What follows belongs to an exercise in optimizing a design on an open flow for small area; a production flow would make more cautious choices. In this exercise RTL edits were held to simulation tests only and were not proved equivalent to the original. No run shown here takes its clock network from TritonCTS; it comes from the design's own scripts or RTL. No driver is modelled on the clock port, so clock power and skew are understated where the tree is cut down; a real chip needs a root buffer or a tree. Power and IR drop assume default switching activity.

==> flow/design.v <==
module lcd16x2_ctrl #(
    parameter integer CLK_PERIOD_NS = 20   
)(
    input  logic        clk,
    input  logic        rst,
    output logic        lcd_e,
    output logic        lcd_rs,
    output logic        lcd_rw,
    output logic [7:4]  lcd_db,
    input  logic [127:0] line1_buffer,   
    input  logic [127:0] line2_buffer
);
    localparam logic [16:0] INV = 17'h15555;
    logic [16:0] r;
    wire  [16:0] s = r ^ INV;
    localparam logic [7:0] QINV = 8'h00;
    logic [7:0]  q;
    logic        bus, lo, line, wr;
    logic [3:0]  ptr;
    assign {bus, lo, line, wr, ptr} = q ^ QINV;
    wire is_pre  = ~wr & ~ptr[3] & ptr[2] & ptr[1];
    wire is_cfg5 = ~wr & ptr[2] & ~ptr[1] &  ptr[0];
    wire is_cfg4 = ~wr & ptr[2] & ~ptr[1] & ~ptr[0];
    wire is_cfg0 = ~wr & ~ptr[2] & ~ptr[1] & ~ptr[0];
    wire d_21      = (s[2] & s[15]);
    wire d_52      = (s[0] & s[5] & s[11]);
    wire d_2002    = (~s[1] & ~s[2] & s[5] & ~s[6] & s[7] & s[12] & ~s[14] & s[15]);
    wire d_102501  = (s[0] & ~s[1] & ~s[2] & ~s[3] & s[4] & s[5] & s[7] & s[8] & s[10] & s[11] & s[12] & s[13] & ~s[14] & s[15] & ~s[16]);
    wire d_2004    = (~s[4] & ~s[5] & s[7] & s[9] & ~s[10] & s[11] & s[13] & ~s[15]);
    wire d_5004    = (s[2] & ~s[4] & ~s[5] & s[7] & s[9] & ~s[10] & s[11] & s[13] & s[14]);
    wire d_82004   = (s[0] & ~s[1] & ~s[2] & s[3] & s[4] & ~s[6] & s[7] & s[9] & ~s[10] & ~s[11] & ~s[12] & s[13] & s[14] & ~s[15]);
    wire d_2       = (s[0]);
    logic term;
    always_comb begin
        if (bus)            term = d_21;                   
        else if (!lo) begin                                
            if (is_cfg5)      term = d_102501;    
            else if (is_cfg4) term = d_2002;
            else              term = d_52;
        end else begin                                     
            if (is_pre)       term = d_2;
            else if (is_cfg5) term = d_5004;
            else if (is_cfg0) term = d_82004;
            else              term = d_2004;
        end
    end
    wire half = ~bus & ~lo & is_cfg5 & ~line;
    wire ld  = rst | term;
    wire adv = term & ~bus & lo;           
    wire sel = ~wr & ptr[3];               
    always_ff @(posedge clk) begin
        r    <= (ld ? 17'd0 : {s[15:0], ~(s[16] ^ s[10])}) ^ INV;
        q    <= {bus_n, lo_n, line_n, wr_n, ptr_n} ^ QINV;
    end
    logic       bus_n, lo_n, line_n, wr_n;
    logic [3:0] ptr_n;
    always_comb begin
        bus_n  = ~rst & (bus ^ (term & ~half));
        lo_n   = rst | (lo ^ (term & ~bus & ~half));
        line_n = line;
        wr_n   = wr;
        ptr_n  = ptr;
        if (rst) begin
            line_n = 1'b0;
            wr_n   = 1'b0;
            ptr_n  = 4'd6;
        end else if (adv) begin
            wr_n = sel | (wr & (ptr != 4'd0));
            if (!sel) ptr_n = ptr - 4'd1;
            if (wr && ptr == 4'd0) line_n = ~line;
        end else if (term & ~bus & ~lo & is_cfg5) begin
            line_n = ~line;
        end
    end
    logic [3:0] cmd;
    assign cmd[3] = lo ? (ptr[0] & ~ptr[2])          : ptr[3];
    assign cmd[2] = lo ? ((ptr[0] ^ ptr[1]) & ~ptr[2]) : line;
    assign cmd[1] = ~ptr[3] & (ptr[2] | (ptr[1] & (lo ^ ptr[0])));
    assign cmd[0] = ~ptr[3] & (lo ? (ptr[2] & ptr[0]) | ~(ptr[2] | ptr[1] | ptr[0]) : ptr[2]);
    lcd16x2_ctrl_nib u_nib (
        .line1_buffer(line1_buffer), .line2_buffer(line2_buffer),
        .line(line), .ptr(ptr),
        .sel_lo_n(~(bus & wr & lo)), .sel_hi_n(~(bus & wr & ~lo)),
        .cmd_n({4{~(bus & ~wr)}} | ~cmd),
        .db(lcd_db)
    );
    assign lcd_rw = 1'b0;
    assign lcd_e  = bus & (s[3] | s[5]);
    assign lcd_rs = bus & wr;
endmodule
module lcd16x2_ctrl_nib (
    input  logic [127:0] line1_buffer,
    input  logic [127:0] line2_buffer,
    input  logic         line,
    input  logic [3:0]   ptr,
    input  logic         sel_lo_n,
    input  logic         sel_hi_n,
    input  logic [3:0]   cmd_n,
    output logic [3:0]   db
);
    logic [3:0]  pa;
    logic [7:0]  pb;
    logic [31:0] seln;
    logic [7:0]  nb;     
    always_comb for (int i = 0; i < 4; i++) pa[i] = ({line, ptr[3]} == i[1:0]);
    always_comb for (int i = 0; i < 8; i++) pb[i] = (ptr[2:0] == i[2:0]);
    always_comb for (int i = 0; i < 4; i++) for (int j = 0; j < 8; j++) seln[8*i+j] = ~(pa[i] & pb[j]);
    always_comb for (int b = 0; b < 8; b++) begin
        logic [15:0] p;
        logic [3:0]  q;
        for (int t = 0; t < 16; t++)
            p[t] = ~(((t < 8 ? line1_buffer[8*(2*t)+b]   : line2_buffer[8*(2*t-16)+b])   | seln[2*t]) &
                     ((t < 8 ? line1_buffer[8*(2*t+1)+b] : line2_buffer[8*(2*t+1-16)+b]) | seln[2*t+1]));
        for (int u = 0; u < 4; u++) q[u] = ~(p[4*u] | p[4*u+1] | p[4*u+2] | p[4*u+3]);
        nb[b] = ~(q[0] & q[1] & q[2] & q[3]);
    end
    always_comb for (int j = 0; j < 4; j++)
        db[j] = ~((nb[j] | sel_lo_n) & (nb[j+4] | sel_hi_n) & cmd_n[j]);
endmodule
==> flow/flow/run.sh <==
#!/bin/bash
# Layout flow: the standard ORFS flow (standard.sh) with these changes:
#  - synthesis (own_synth.tcl) is the standard flow's synthesis script with the character
#    mux module (lcd16x2_ctrl_nib) kept apart until mapping. ABC maps that
#    module with abc_nib.script, which keeps its gate structure, and the top
#    module with each abc_ctl*.script in turn, keeping the smallest result.
#    The design is then flattened and renamed as synth_recipe.tcl does.
#    Yosys's adder mapping (ADDER_MAP_FILE) is off, so ABC maps the counters
#    too, and the buffer on the constant output lcd_rw is a buf_1;
#  - the port buffers are the smallest buffer cell (buf_1);
#  - clock tree: CTS with the arguments in cts_args.txt, then replaced by one
#    clkbuf_16 that drives every register (single_clkbuf.tcl, the POST_CTS_TCL
#    hook).
# The standard synthesis is also run (in orfs_std/) and its registers are
# compared with ours: same instance names and cell types, or the flow stops.
# Each tool's output goes to its own log here: std_synth.log, own_synth.log,
# standard.log (and ORFS's per-step logs under orfs/logs/).
set -euo pipefail
W=$(pwd)
F=$W/flow
R=orfs/results/$FLOW_PLATFORM/lcd16x2_ctrl/base
echo 'export BUFFER_PORTS_ARGS = -buffer_cell sky130_fd_sc_hd__buf_1' >> config.mk
if [[ -f $F/cts_args.txt ]]; then echo "export CTS_ARGS = $(cat $F/cts_args.txt)" >> config.mk; fi
if [[ -f $F/single_clkbuf.tcl ]]; then echo "export POST_CTS_TCL = $F/single_clkbuf.tcl" >> config.mk; fi

mk=$(grep '^make ' standard.sh)
own=$(echo "$mk" | sed -e "s#SYNTH_SCRIPT=[^ ]*#SYNTH_SCRIPT=$F/own_synth.tcl SYNTH_HIERARCHICAL=1 ADDER_MAP_FILE= MIN_BUF_CELL_AND_PORTS='sky130_fd_sc_hd__buf_1 A X'#" -e 's#"${@:-finish}"#synth#')
std=$(echo "$mk" | sed -e "s#WORK_HOME=[^ ]*#WORK_HOME=$W/orfs_std#" -e 's#"${@:-finish}"#synth#')

# standard synthesis, for its register list
eval "$std" > std_synth.log 2>&1
# own synthesis, into the work folder the rest of the flow uses
export OWN_ABC_DIR=$F
eval "$own" > own_synth.log 2>&1

regs() { grep -oE '^ *sky130_fd_sc_hd__(df|edf|sdf|dl)[a-z0-9_]+ +[^ ]+' "$1" | awk '{print $1, $2}' | sort; }
regs orfs_std/results/$FLOW_PLATFORM/lcd16x2_ctrl/base/1_2_yosys.v > regs_std.txt
regs $R/1_2_yosys.v > regs_own.txt
if ! cmp -s regs_std.txt regs_own.txt; then
  echo "register mismatch between standard and own synthesis" >&2
  diff regs_std.txt regs_own.txt >&2 || true
  exit 1
fi
echo "registers match: $(wc -l < regs_own.txt)"

bash standard.sh > standard.log 2>&1
==> flow/flow/abc_ctl1.script <==
strash
dch
map -a
==> flow/flow/abc_ctl2.script <==
strash
balance
rewrite -l
refactor -l
balance
rewrite -l
rewrite -z -l
balance
refactor -z -l
rewrite -z -l
balance
dch
map -a
==> flow/flow/abc_ctl3.script <==
strash
dch -f
map -a
==> flow/flow/abc_ctl4.script <==
&get -n
&st
&dch
&nf -R 1000
&put
==> flow/flow/abc_ctl5.script <==
strash
dch
map -a
strash
dch
map -a
==> flow/flow/abc_ctl6.script <==
strash
dch
amap
==> flow/flow/abc_ctl7.script <==
strash
dc2
dch
map -a
==> flow/flow/abc_ctl8.script <==
strash
balance
rewrite -l
refactor -l
balance
rewrite -l
rewrite -z -l
balance
refactor -z -l
rewrite -z -l
balance
&get -n
&st
&dch
&nf -R 1000
&put
==> flow/flow/abc_ctl9.script <==
strash
dc2
balance
rewrite -l
dch
map -a
strash
dch
map -a
==> flow/flow/abc_ctla.script <==
strash
ifraig
dc2
dch -f
map -a
==> flow/flow/abc_ctlb.script <==
strash
balance
rewrite -l
refactor -l
balance
rewrite -l
rewrite -z -l
balance
refactor -z -l
rewrite -z -l
balance
dch -f
map -a
strash
balance
rewrite -l
refactor -l
balance
rewrite -z -l
dch
map -a
==> flow/flow/abc_nib.script <==
strash
&get -n
&st
&nf -R 1000
&put
==> flow/flow/cts_args.txt <==
-sink_clustering_enable -repair_clock_nets -dont_use_dummy_load
==> flow/flow/own_synth.tcl <==
# synth_recipe.tcl, with the ABC mapping done per module: the character mux
# (lcd16x2_ctrl_nib) with abc_nib.script; the top module with each of
# abc_ctl*.script in turn, keeping the mapping of smallest area.
proc synth {args} { yosys synth -nofsm -noshare {*}$args }
proc module_area { mod } {
  set s [tee -q -s result.string stat {*}$::lib_args $mod]
  if { [regexp {Chip area for module[^:]*:\s*([0-9.]+)} $s -> a] } { return $a }
  error "no area for $mod"
}
proc abc {args} {
  set dir $::env(OWN_ABC_DIR)
  set i [expr { [lsearch -exact $args -script] + 1 }]
  set a $args
  lset a $i $dir/abc_nib.script
  yosys abc {*}$a lcd16x2_ctrl_nib
  yosys design -save before_ctl_abc
  set best ""
  set best_area 0
  foreach sc [lsort [glob $dir/abc_ctl*.script]] {
    yosys design -load before_ctl_abc
    lset a $i $sc
    yosys abc {*}$a lcd16x2_ctrl
    set area [module_area lcd16x2_ctrl]
    puts "own_synth: [file tail $sc] gives $area"
    if { $best eq "" || $area < $best_area } { set best $sc; set best_area $area }
  }
  puts "own_synth: using [file tail $best] ($best_area)"
  yosys design -load before_ctl_abc
  lset a $i $best
  yosys abc {*}$a lcd16x2_ctrl
}
source $::env(SCRIPTS_DIR)/synth.tcl
# left out here: clear keep_hierarchy, flatten, clean up, hide names made inside functions, write 1_2_yosys.v
==> flow/flow/single_clkbuf.tcl <==
# POST_CTS_TCL hook: replace the clock tree that CTS built with a single clock
# buffer (clkbuf_16) that drives every register's clock pin directly, placed
# at the registers' centre; then legalise the placement again.
set block [ord::get_db_block]
set sinks {}
set old_bufs {}
foreach inst [$block getInsts] {
  set m [[$inst getMaster] getName]
  if { [string match "sky130_fd_sc_hd__clkbuf_*" $m] } { lappend old_bufs $inst }
  if { [string match "sky130_fd_sc_hd__df*" $m] } { lappend sinks [$inst findITerm CLK] }
}
puts "single_clkbuf: [llength $sinks] clock pins; replacing [llength $old_bufs] clock buffers"
set net [odb::dbNet_create $block clkroot_net]
$net setSigType CLOCK
foreach it $sinks { $it disconnect; $it connect $net }
foreach inst $old_bufs {
  set onet [[$inst findITerm X] getNet]
  odb::dbInst_destroy $inst
  if { $onet ne "NULL" && [llength [$onet getITerms]] == 0 } { odb::dbNet_destroy $onet }
}
set bi [odb::dbInst_create $block [[ord::get_db] findMaster sky130_fd_sc_hd__clkbuf_16] clkroot_buf]
[$bi findITerm A] connect [$block findNet clk]
[$bi findITerm X] connect $net
set sx 0; set sy 0
foreach it $sinks {
  set loc [[$it getInst] getLocation]
  set sx [expr { $sx + [lindex $loc 0] }]; set sy [expr { $sy + [lindex $loc 1] }]
}
$bi setLocation [expr { $sx / [llength $sinks] }] [expr { $sy / [llength $sinks] }]
$bi setPlacementStatus PLACED
detailed_placement
check_placement -verbose
estimate_parasitics -placement
==> flow/standard.sh <==
#!/bin/bash
# synth_recipe.tcl (not shown) runs the flow's synth.tcl, then flattens the netlist and writes it again
# the make line also repeats each setting of config.mk as NAME=value (left out here)
make -C /OpenROAD-flow-scripts/flow DESIGN_CONFIG=/design/flow/config.mk WORK_HOME=/design/flow/orfs CLKGATE_MAP_FILE= SYNTH_SCRIPT=/design/flow/synth_recipe.tcl "${@:-finish}"
==> flow/config.mk <==
export PLATFORM = sky130hd
export DESIGN_NAME = lcd16x2_ctrl
export DESIGN_NICKNAME = lcd16x2_ctrl
export VERILOG_FILES = /design/flow/design.v
export SDC_FILE = /design/flow/constraint.sdc
export NUM_CORES = 4
export LEC_CHECK = 0
export CAP_MARGIN = 20
export CORE_MARGIN = 2
export CORE_UTILIZATION = 40
export SLEW_MARGIN = 20
export BUFFER_PORTS_ARGS = -buffer_cell sky130_fd_sc_hd__buf_1
export CTS_ARGS = -sink_clustering_enable -repair_clock_nets -dont_use_dummy_load
export POST_CTS_TCL = /design/flow/flow/single_clkbuf.tcl
==> flow/constraint.sdc <==
create_clock -name core_clock -period 20.0 [get_ports {clk}]
set_input_delay 4.0000 -clock core_clock [delete_from_list [all_inputs] [get_ports {clk}]]
set_output_delay 4.0000 -clock core_clock [all_outputs]
set_load 0.01 [all_outputs]
==> results.toml, run 1 <==
[setup_path]
worstPathArrival_ns = 5.39
crit_family = "simple AND/OR/NAND/NOR gates"
cp_max_fo = 1
crit_chain = "buf_1 > o22ai_1 > nor4_1 > nand4_1 > o221ai_1 > buf_1"
critical_path.max_stage_delay_ns = 0.59
crit_path_end_kind = "primary output"
path_buf_inv = 2
cp.required_ns = 16.00
worstSetupStartpointType = "input port"
path_class = "in -> out"
crit_top_cell = "buf_1"
crit_path_top_delay_cell = "nor4_1"

[placement]
routabilityCongestion = 1.09
port_buffers = 263
dp_hpwl_um = 12400
place_area_um2 = 3390

[power]
ir_worst_vdd_uv = 58.4
p_leak_nw = 0.986
pwr_density_cell_nw_per_um2 = 65.2

[sta]
max_freq_mhz = 106
setup_viol_count_final = 0
worst_pin_slew_ns = 0.605
fin_hold_ws_ns = 0.400
post-route-period-util = 0.470
hold_violations = 0
slew_viol_final = 0
slew_headroom = 0.593
layout_min_cycle_time_ns = 9.39
finalSetupTns_ns = 0
rsz0062_at_grt = "false"
fin_worst_skew_ns = 0.00572

[drt]
wire_per_inst_um = 21.9
routed_wl_um = 15100
first_iter_violations = 768
drt_first_pass_iters = 7
drc = 0
ant_nets = 0
vias = 4533
via_per_inst = 6.55

[cells_and_area]
fillCellCount = 535
area_delta_synth_final_pct = 47.4
drive_above_1_share = 0.00323
antenna_cells = 0
stdcell_area_um2 = 3420
nets = 881

[floorplanning]
fp.dieH_um = 80.1
rows = 27
core_um2 = 5540
initial_utilization = 0.418
die_w_um = 80.1
die_area_um2 = 6420
ioPinCount = 265

[yosys]
ys_ff_latch = 25
synth_area_leaders = "o22ai_1 35%, dfxtp_1 22%, nor4_1 9.2%, nand2_1 8.6%, nor2_1 4.2%"
yosysSeqAreaShare = 0.216
synth_top_area_share = 0.345
syn_area_um2 = 2320
dominantRegCellSynth = "dfxtp_1"
yosysMostFrequentCell = "o22ai_1"
netlist_instances = 357
synth_top_cell_by_area = "o22ai_1"
synth_nets = 615
synth_cell_types = 28
synth_common_cells = "128 x o22ai_1, 53 x nand2_1, 34 x nor4_1, 26 x nor2_1, 25 x dfxtp_1"
syn_area_per_cell_um2 = 6.49
ys_warn_count = 8
synthArstFlopShare = 0
synth_edf_count = 0

[grt]
grt_pass1_wl_um = 21300
grt_pass1_vias = 4023
grt_overflow = 0
grt_max_degree = 26
antenna_found_initial = 0
track_usage = 0.444

[cts]
clk-insertion-delay-late_ns = 0.16
cts.sinks = 25
clk_pin_slew_worst_paths_ns = 0.10

[min_path]
worstHoldPathType = "reg -> reg"

[job]
cap_violations = 0

[outcome]
outcome = "no timing/DRC/antenna violations"
==> worst register-to-register path: cells and delay by family (launching register included) <==
kind	cells	cell delay (ns)
simple gates	7	1.18
buf+inv	5	0.77
compound gates	6	0.72
flops	1	0.53
==> registers in the layout, summed over array words and instances (netlist names) <==
register and flops:
r 17, q 8
==> Yosys stat by module (local to each module, per instance) <==
module | cells | copies in the design | flip-flops and latches
lcd16x2_ctrl | 140 | 1 | 25
lcd16x2_ctrl_nib | 217 | 1 | 0
==> layer usage <==
| metal | wire, um | GRT usage | vias to the layer above | share of wire |
|---|---|---|---|---|
| met4 | 1090 | 0.231 | 0 | 0.072 |
| li1 | - | - | 2016 | - |
| met1 | 5260 | 0.547 | 1987 | 0.35 |
| met2 | 6680 | 0.713 | 426 | 0.44 |
| met5 | 0 | 0 | - | 0 |
| met3 | 2110 | 0.111 | 104 | 0.14 |
==> through the flow <==
step / total power (W) / utilization / cells / setup slack (ns)
final: 0.000223 / 0.617 / 692 / 10.61
after global routing: 0.000235 / 0.617 / 692 / 10.56
after detailed placement: 0.000193 / 0.612 / 691 / 10.71
after global placement: 0.000191 / 0.612 / 691 / 10.71
after floorplan: 0.000143 / - / 357 / 11.29
==> worst paths after layout <==
| check | end | slack, ns | depth (start not counted) | startpoint |
|---|---|---|---|---|
| worst min register to register | r[2] | 0.40 | 1 | r[1] |
| worst max register to register | q[3] | 16.67 | 18 | q[2] |
| worst max-delay path | lcd_db[6] | 10.61 | 6 | line2_buffer[58] |
| worst min-delay path | r[2] | 0.40 | 1 | r[1] |
==> layout by cell type, fill, tap and decap left out, types with 2 or more instances in the layout <==
cell type,netlist,final
buf_1,1,263
o22ai_1,128,128
nand2_1,53,53
nor4_1,34,34
nor2_1,26,26
dfxtp_1,25,25
clkinv_1,19,19
a21oi_1,12,12
nand4_1,11,11
o21ai_0,10,10
nor3_1,7,7
nand3_1,5,5
o221ai_1,4,4
nor3b_1,3,3
o211ai_1,2,2
o31ai_1,2,2
a31oi_1,2,2
and3b_1,2,2
nor2b_1,2,2
==> cell type report <==
cell class / count / area (um2) / area share
plain buffers: 1 / 25.0 / 0.00732
inverters: 19 / 71.3 / 0.0209
flip-flops and latches: 25 / 500 / 0.146
well taps: 72 / 90.1 / 0.0264
multi-input cells: 312 / 1740 / 0.510
repair buffers: 263 / 987 / 0.289
==> cells by family (layout without fill, tap and decap cells) <==
group                  count (synthesis)  after routing  share of synthesized area
AO/OA/AOI/OAI                        164            164                      0.441
AND/OR/NAND/NOR                      147            147                      0.309
flip-flops                            25             25                      0.216
buffers and inverters                 20            283                     0.0324
other                                  1              1                    0.00162
==> report_power, final <==
part,switching [W],internal [W],total (W)
combinational,0.0000837,0.0000492,0.000133
clock,0.0000131,0.00000923,0.0000224
sequential,0.0000112,0.0000562,0.0000674
total,0.000108,0.000115,0.000223
==> inputs of run 2 (changes only) <==
--- a/flow/design.v
+++ b/flow/design.v
@@ -98,22 +98,23 @@
     input  logic [3:0]   cmd_n,
     output logic [3:0]   db
 );
-    logic [3:0]  pa;
-    logic [7:0]  pb;
-    logic [31:0] seln;
-    logic [7:0]  nb;     
+    logic [3:0]  pa;      
+    logic [7:0]  pbn;     
+    logic [7:0]  ga, gb;  
     always_comb for (int i = 0; i < 4; i++) pa[i] = ({line, ptr[3]} == i[1:0]);
-    always_comb for (int i = 0; i < 8; i++) pb[i] = (ptr[2:0] == i[2:0]);
-    always_comb for (int i = 0; i < 4; i++) for (int j = 0; j < 8; j++) seln[8*i+j] = ~(pa[i] & pb[j]);
+    always_comb for (int i = 0; i < 8; i++) pbn[i] = ~(ptr[2:0] == i[2:0]);
     always_comb for (int b = 0; b < 8; b++) begin
-        logic [15:0] p;
-        logic [3:0]  q;
-        for (int t = 0; t < 16; t++)
-            p[t] = ~(((t < 8 ? line1_buffer[8*(2*t)+b]   : line2_buffer[8*(2*t-16)+b])   | seln[2*t]) &
-                     ((t < 8 ? line1_buffer[8*(2*t+1)+b] : line2_buffer[8*(2*t+1-16)+b]) | seln[2*t+1]));
-        for (int u = 0; u < 4; u++) q[u] = ~(p[4*u] | p[4*u+1] | p[4*u+2] | p[4*u+3]);
-        nb[b] = ~(q[0] & q[1] & q[2] & q[3]);
+        logic [3:0] r;    
+        for (int g = 0; g < 4; g++) begin
+            logic [3:0] p;
+            for (int t = 0; t < 4; t++)
+                p[t] = ~(((g < 2 ? line1_buffer[8*(8*(g%2)+2*t)+b]   : line2_buffer[8*(8*(g%2)+2*t)+b])   | pbn[2*t]) &
+                         ((g < 2 ? line1_buffer[8*(8*(g%2)+2*t+1)+b] : line2_buffer[8*(8*(g%2)+2*t+1)+b]) | pbn[2*t+1]));
+            r[g] = ~(p[0] | p[1] | p[2] | p[3]);
+        end
+        ga[b] = ~((pa[0] & r[0]) | (pa[1] & r[1]));
+        gb[b] = ~((pa[2] & r[2]) | (pa[3] & r[3]));
     end
     always_comb for (int j = 0; j < 4; j++)
-        db[j] = ~((nb[j] | sel_lo_n) & (nb[j+4] | sel_hi_n) & cmd_n[j]);
+        db[j] = ~(((ga[j] | sel_lo_n) & (gb[j] | sel_lo_n)) & ((ga[j+4] | sel_hi_n) & (gb[j+4] | sel_hi_n)) & cmd_n[j]);
 endmodule
==> run 2 against run 1 <==
Net effect:
- area after synthesis down 0.65%
- total power grew 43%
- die area shrank 0.61%
- still clean on timing, DRC and antenna
- worst hold slack improved by 0.0064 ns
- first-iteration DRC count down 26%
- clock skew rose by 0.0016 ns
- combinational power increased by 72%
- global-route usage shrank 0.35 points
- fmax is 0.62% higher
==> results.toml, run 2 <==
[outcome]
outcome = "no timing/DRC/antenna violations"

[sta]
finalSetupTns_ns = 0
slew_headroom = 0.382
layout_min_cycle_time_ns = 9.34
rsz0062_at_grt = "false"
hold_violations = 0
worst_pin_slew_ns = 0.925
post-route-period-util = 0.467
fin_worst_skew_ns = 0.00730
max_freq_mhz = 107
slew_viol_final = 0
timing.final.ws_setup_ns = 10.66
setup_viol_count_final = 0

[cts]
cts.sinks = 25
clk_pin_slew_worst_paths_ns = 0.10
clk-insertion-delay-late_ns = 0.16

[setup_path]
crit_chain = "buf_1 > o22ai_1 > nor4_1 > a22oi_1 > a21oi_1 > nor2_1 > nand2_1 > buf_1"
rrSetupSlack_ns = 16.63
crit_top_cell = "buf_1"
crit_path_top_delay_cell = "nor4_1"
path_class = "in -> out"
crit_path_end_kind = "primary output"
critical_path.max_stage_delay_ns = 0.29
crit_path_start = "line2_buffer[46]"
worstSetupStartpointType = "input port"
timing.rr.end = "q[3]"
worstReg2RegStart = "q[2]"
worstPathArrival_ns = 5.34
cp.required_ns = 16.00
cp_max_fo = 1
crit_end = "lcd_db[6]"
ff2ff_path_depth = 18

[placement]
place_ws_ns = 10.71
port_buffers = 263
routabilityCongestion = 1.04
placedCellCount = 686
dp_hpwl_um = 11700

[yosys]
synthArstFlopShare = 0
synth_common_cells = "128 x o22ai_1, 34 x nor4_1, 30 x nor2_1, 25 x dfxtp_1, 25 x nand2_1"
synth_top_area_share = 0.348
syn_area_um2 = 2300
synth_nets = 603
yosysSeqAreaShare = 0.217
ys_ff_latch = 25
synth_top_cell_by_area = "o22ai_1"
netlist_instances = 345
synth_edf_count = 0
yosysMostFrequentCell = "o22ai_1"
dominantRegCellSynth = "dfxtp_1"
synth_area_leaders = "o22ai_1 35%, dfxtp_1 22%, nor4_1 9.2%, a22oi_1 5.2%, nor2_1 4.9%"
synth_cell_types = 27
syn_area_per_cell_um2 = 6.68
ys_warn_count = 8

[cells_and_area]
area_delta_synth_final_pct = 50.0
multi_input_comb_area_um2 = 1730
antenna_cells = 0
stdcell_count = 687
final_cell_mix = "263 x buf_1, 128 x o22ai_1, 34 x nor4_1, 30 x nor2_1"
largest_reg_flops = 17
top_register = "r"
largestRegisters = "r (17), q (8)"
drive_above_1_share = 0.0163
nets = 876
fillCellCount = 567
layout_commonest_cell = "buf_1"
ff_latch_area_um2 = 500

[grt]
grt_pass1_vias = 4124
grt_overflow = 0
grt_pass1_wl_um = 20800
grt_max_degree = 33
track_usage = 0.441
antenna_found_initial = 0

[drt]
vias = 4482
routed_wl_um = 15000
drt_first_pass_iters = 5
ant_nets = 0
via_per_inst = 6.52
wire_per_inst_um = 21.8
drc = 0
first_iter_violations = 569

[floorplanning]
rows = 27
die_area_um2 = 6380
fp.dieH_um = 79.9
initial_utilization = 0.416
ioPinCount = 265
die_w_um = 79.9
core_um2 = 5540

[min_path]
worstHoldPathType = "reg -> reg"

[power]
pwr_density_cell_nw_per_um2 = 92.5
p_leak_nw = 1.01
ir_worst_vdd_uv = 50.9

[job]
cap_violations = 0
run 2: routing by layer:
layer | up-vias | GRT usage | wire length (um)
li1 | 2016 | - | -
met1 | 1987 | 0.455 | 4880
met2 | 387 | 0.759 | 7150
met3 | 92 | 0.0758 | 1470
met4 | 0 | 0.390 | 1460
met5 | - | 0 | 0
run 2: report_power, final:
part | switching, W | total, W | internal [W]
sequential | 0.0000115 | 0.0000678 | 0.0000562
clock | 0.0000135 | 0.0000227 | 0.00000925
combinational | 0.000139 | 0.000229 | 0.0000897
run 2: cell type report:
type,instances,area share
Multi-Input combinational cell,300,0.500
Timing Repair Buffer,270,0.301
Sequential cell,25,0.145
Tap cell,72,0.0261
Inverter,19,0.0206
Buffer,1,0.00724
run 2: worst max-delay path, delay by kind of cell:
kind	cells	cell delay, ns
AOI/OAI and AO/OA	3	0.53
buffers and inverters	2	0.34
and+or+nand+nor	3	0.47
run 2: how the worst min path moves through the flow:
stage	slack [ns]	depth (start not counted)	endpoint	from
floorplan	0.37	1	r[10]	r[9]
global placement	0.37	1	r[10]	r[9]
detailed placement	0.38	1	r[10]	r[9]
global route	0.41	1	r[2]	r[1]
finish	0.41	1	r[2]	r[1]
run 2: kinds of logic (layout without fill, tap and decap cells):
group	Yosys count	count (layout)	share of synthesized area
AOI/OAI and AO/OA	184	184	0.498
buffers and inverters	20	290	0.0326
DFF	25	25	0.217
other	1	1	0.00163
and+or+nand+nor	115	115	0.250
run 2: modules after synthesis, one instance, submodules excluded:
module / cells inside / copies in the design / flops+latches
lcd16x2_ctrl: 140 / 1 / 25
lcd16x2_ctrl_nib: 205 / 1 / 0
run 2: per-stage QoR:
step,hold WS (ns),util,instance area (um2),power [W]
final,0.406,0.624,3460,0.000320
after global routing,0.413,0.624,3460,0.000338
after detailed placement,0.379,0.619,3430,0.000290
after global placement,0.374,0.619,3430,0.000284
after floorplan,0.366,-,2300,0.000210

-- what the ideal ports hide --
No port has a modelled driver above. Below, the same layouts with a new extraction and two added sets of constraints.
Step 1 (the two cells are an assumption about what drives the block):
set clk [get_ports {clk}]
set_driving_cell -lib_cell sky130_fd_sc_hd__clkbuf_16 $clk
set_driving_cell -lib_cell sky130_fd_sc_hd__buf_2 [delete_from_list [all_inputs] $clk]
Step 2, shift: input delay + t, output delay - t, t = (earliest + latest rising clock arrival at the registers) / 2. This alone moves slack from input paths to output paths.
Three values: ideal, step 1, step 2; two values: the first two.
run	t, ns	setup slack, ns	latest minus earliest clock arrival (ns)	pins driven straight from the clock port
run 1	0.190	10.607 / 10.567 / 10.567	0.006 / 0.006	1
run 2	0.197	10.664 / 10.638 / 10.638	0.008 / 0.007	1
After both steps every run listed still meets setup and hold. For run 1, which loses most, drivers alone change the setup slack by -0.040 ns; drivers and shift together by -0.040 ns.
